What follows belongs to an exercise in optimizing a design on an open flow for small area and a short achievable clock period; a production flow would make more cautious choices. Function was not checked in any run shown here: the RTL went through the layout flow alone.

==> flow/design.v (outline; a module is shown in full before it is edited, if it fits) <==
// module ROTATING_VECTORING: 3175 lines
module ROTATING_VECTORING(clk, xi, yi, xf, yf);
  // ...
==> flow/run.sh <==
#!/bin/bash
# synth_recipe.tcl (not shown) runs the flow's synth.tcl, then flattens the netlist and writes it again
# the make line also repeats each setting of config.mk as NAME=value (left out here)
make -C /OpenROAD-flow-scripts/flow DESIGN_CONFIG=/design/flow/config.mk WORK_HOME=/design/flow/orfs CLKGATE_MAP_FILE= SYNTH_SCRIPT=/design/flow/synth_recipe.tcl finish
==> flow/config.mk <==
export PLATFORM = sky130hd
export DESIGN_NAME = ROTATING_VECTORING
export DESIGN_NICKNAME = ROTATING_VECTORING
export VERILOG_FILES = /design/flow/design.v
export SDC_FILE = /design/flow/constraint.sdc
export NUM_CORES = 4
export LEC_CHECK = 0
export CAP_MARGIN = 20
export CORE_MARGIN = 2
export CORE_UTILIZATION = 40
export SETUP_SLACK_MARGIN = 5
export SLEW_MARGIN = 20
==> flow/constraint.sdc <==
create_clock -name core_clock -period 8.0 [get_ports {clk}]
set_input_delay 1.6000 -clock core_clock [delete_from_list [all_inputs] [get_ports {clk}]]
set_output_delay 1.6000 -clock core_clock [all_outputs]
set_load 0.01 [all_outputs]
==> run summary, run 1 <==
largest cells by area after synthesis=dfxtp_1 (32%), fa_1 (15%), ha_1 (14%); Slew HR=roughly two fifths; sequential fraction of the synthesis area=32.06%; Inverters=slightly below 400; Layout area overhead=25.00%; final period utilization=approximately 48%; # hold bufs at CTS=0; Slew Viols, Final=0; busiest grt layer=met2; Post-synth EDFFs=0; Final Core Density=about half; outcome=timing/DRC/antenna clean; Yosys reg bits=about 480; DR iter-0 viols=between 700 and 800; Critical Path Slowest Stage Cell=or4_4; critical path endpoint=xo[15]; crit path launch=ry7[3]; met3 Use GR=2.132%; Syn Std Cell Area=30,040 sq um; final WL=~65 mm; total track usage=16.94%; CP Launch Type=register; Worst Hold Path EP=E[4]; top cell type's share of synthesized area=32.06%; placed inst area=32,280 sq um; dpl cells=approximately 3,800; Syn Inst Count=2,807; Seq cells=about 480; nets@finish=around 3,700; # rows=100; worst skew pair latency=slightly above 0.6 ns; post-route cell area=between 30,000 and 40,000 sq um
==> run 2, diff against run 1 <==
--- a/flow/config.mk
+++ b/flow/config.mk
@@ -9,4 +9,3 @@
 export CORE_MARGIN = 2
 export CORE_UTILIZATION = 40
-export SETUP_SLACK_MARGIN = 5
 export SLEW_MARGIN = 20
==> run 2 against run 1 <==
Against the previous run:
- synthesized cell count unchanged
- utilization down 5.3 points
- final area down 11%
- via count down 6.0%
- die area unchanged
- flip-flop and latch count unchanged
- clock-buffer cell count up 2
- first-iteration DRC count down 23%
- global-route usage down 1.2 points
- register-to-register slack worse by 0.77 ns
- critical endpoint is now vx2[13]
==> run summary, run 2 <==
most frequent cells in the layout=dfxtp_1 (478), inv_1 (381), ha_1 (341); die height=between 200 and 300 microns; Post-synth EDFFs=0 (unchanged); Initial Util=40.35%; nets@finish=3,480 (-5.0%); antenna-violating nets left=0; Arr. time, crit path=between 5 and 6 ns; CTS Sinks=around 480; hpwl dp=48.90 mm; sequential fraction of the synthesis area=32.06% (unchanged); Hold Path Class=register to register; total track usage=15.70% (-1.2 points); outcome=timing/DRC/antenna clean; Max Fclk=216.2 MHz; Clock Skew=roughly 0.03 ns; post_cts resized=0; drc violations=0; vias in the first global route=a little over 20,000; CP Launch Type=register; Syn Std Cell Area=30,040 sq um (unchanged); most used cell, CP=fa_1; Slew Viols, Final=0 (unchanged); Yosys reg bits=481 (unchanged); largest cells by area after synthesis=dfxtp_1 (32%), fa_1 (15%), ha_1 (14%); leading area contributor after synthesis=dfxtp_1; clock tree buffer depth=3; layout cells sized above 1=between 5 and 6%; Core ar.=about 74,000 sq um; CTS root buf=clkbuf_16; CTS clk-pin slew, worst paths=approximately 0.060 ns; Final Hold Viols=0; vias per inst=~4.8; setup violators final=0; # rows=100 (unchanged); final period utilization=57.83% (+9.7 points); grt ovf=0; DR iter-0 viols=573 (-23%); RSZ-0062 raised after global routing=no; synth cell count leaders=dfxtp_1 (481), inv_1 (381), ha_1 (341); final WL=59.17 mm (-9.6%); post-synthesis net count=roughly 3,400; WS Path Type=register to register; fraction of registers with async set/reset=0%; Critical Path Slowest Stage Cell=a21oi_4; cell chain of the critical path=buf_4 -> nor2b_1 -> a21oi_4 -> xor2_1 -> fa_1 -> inv_1 -> fa_1 -> a21o_1 -> a21o_1 -> a2111oi_4 -> nor2_1 -> nor4b_2 -> nor3_1 -> fa_1 -> xor2_1; initial antenna violation count=0; Setup crit end kind=register; Least-Margin Pin Slew=~1.1 ns; worst path required time=~8.5 ns; area taken by multi-input logic gates=approximately 19,000 sq um; mean post-synth cell area=approximately 11 sq um; Die X-Extent=278.0 microns; I/O Pins=65; dpl cells=3,788 (unchanged); Syn Inst Count=2,807 (unchanged); Slew HR=25.86% (-16 points); Post-CTS Setup Inserts=0; # hold bufs at CTS=0 (unchanged); max-cap violations=0; most frequent cell after synthesis=dfxtp_1; drt first pass iters=5; CTS Buf Count=54; crit-path max cell delay=0.86 ns; worst skew pair latency=0.60 ns (about the same); Ant. Diodes=0; Port Buffer Count=64; Total Die Area=slightly below 80,000 sq um; Reg area=about 9600 sq um; dominant synthesized flop cell=dfxtp_1; Yosys cell types=75; routed vias=about 19,000; H-tree Lvls=2; most common cell after layout, fill and taps aside=dfxtp_1; Non-Filler Instances=just under 4,000; first-pass GRT wire length=100.1 mm; routability cong.=around 0.88; top cell type's share of synthesized area=32.06% (unchanged); final setup TNS=0 ns; crit path max fanout=38; DR WL/cell=between 15 and 20 microns; min cycle time layout=4.626 ns; CTS tree=yes; largest net degree at the start of global routing=39; Layout area overhead=11.81%; fill count=slightly below 7,000; warnings from Yosys=1
## run 2: per-stage QoR
step	setup slack [ns]	area [sq um]	util [%]	hold WS [ns]
after floorplan	4.194	30040	-	0.3096
after global placement	3.376	31690	42.57	0.3096
after detailed placement	3.223	31690	42.57	0.3121
after CTS	3.339	33590	45.11	0.3234
after global routing	3.065	33590	45.11	0.3281
final	3.374	33590	45.11	0.3211
## run 2: final timing paths
check                           slack, ns  endpoint  cells after the start   start
worst max-delay path                 3.37   vx2[13]                     15     ve0
worst min-delay path                 0.32    vE6[3]                      0  vE5[3]
worst max register to register       3.37   vx2[13]                     15     ve0
worst min register to register       0.32    vE6[3]                      0  vE5[3]
## run 2: logic make-up (layout without fill, tap and decap cells)
| kind of cell | count (synthesis) | in the layout | synth area share [%] |
|---|---|---|---|
| and+or+nand+nor | 292 | 292 | 4.894 |
| buffers and inverters | 448 | 557 | 5.811 |
| DFF | 481 | 481 | 32.06 |
| xor gates and xnor gates | 522 | 522 | 15.22 |
| adders and majority gates | 580 | 580 | 29.88 |
| muxes | 26 | 26 | 0.9247 |
| AOI/OAI and AO/OA | 458 | 458 | 11.21 |
## run 2: cell type report
cell class | instances | share of cell area, %
inverters | 385 | 4.310
flip-flops and latches | 481 | 28.68
well taps | 969 | 3.610
multi-input cells | 1878 | 55.60
repair buffers | 75 | 2.153
clock inverters | 23 | 1.095
clock buffers | 74 | 4.545
## run 2: layer usage
layer  routed length, microns  track usage [%]  vias to the layer above
met3                     1532            1.939                      138
met4                     2454            6.653                        0
met1                    24680            17.69                     8776
met5                        0                0                        -
li1                         -                -                     9334
met2                    30500            29.60                      269
## run 2: worst max-delay path, delay by kind of cell (launching register included)
family                   cells  cell delay, ns
XOR/XNOR                     2            0.42
AO/OA/AOI/OAI                4            1.70
adder cells (fa/ha/maj)      3            0.97
buffers and inverters        2            0.46
AND/OR/NAND/NOR              4            0.64
flip-flops                   1            0.31

-- re-timing with driven ports --
Ports are ideal in the flow. The routed layouts listed here were re-timed in OpenROAD. Step 1 assumes that a clkbuf_16 drives the clock port and a buf_2 every other input. Step 2 moves the port delays by t, midway between the first and last clock arrival at a register: inputs arrive t later, outputs are due t later. That takes back most of the time a late clock gives input paths. Slacks: ideal ports / drivers / drivers and shift; pairs: ideal ports / drivers.
run	t (ns)	setup slack, ns	hold slack, ns	clock arrival spread, ns
run 1	0.653	4.148 / 4.148 / 4.071	0.324 / 0.324 / 0.324	0.038 / 0.038
run 2	0.655	3.374 / 3.374 / 3.262	0.321 / 0.321 / 0.321	0.033 / 0.033
After both steps setup and hold are still met in every run listed. The setup slack of run 2, which loses most, moves by 0.000 ns with the drivers and by -0.112 ns with both steps.
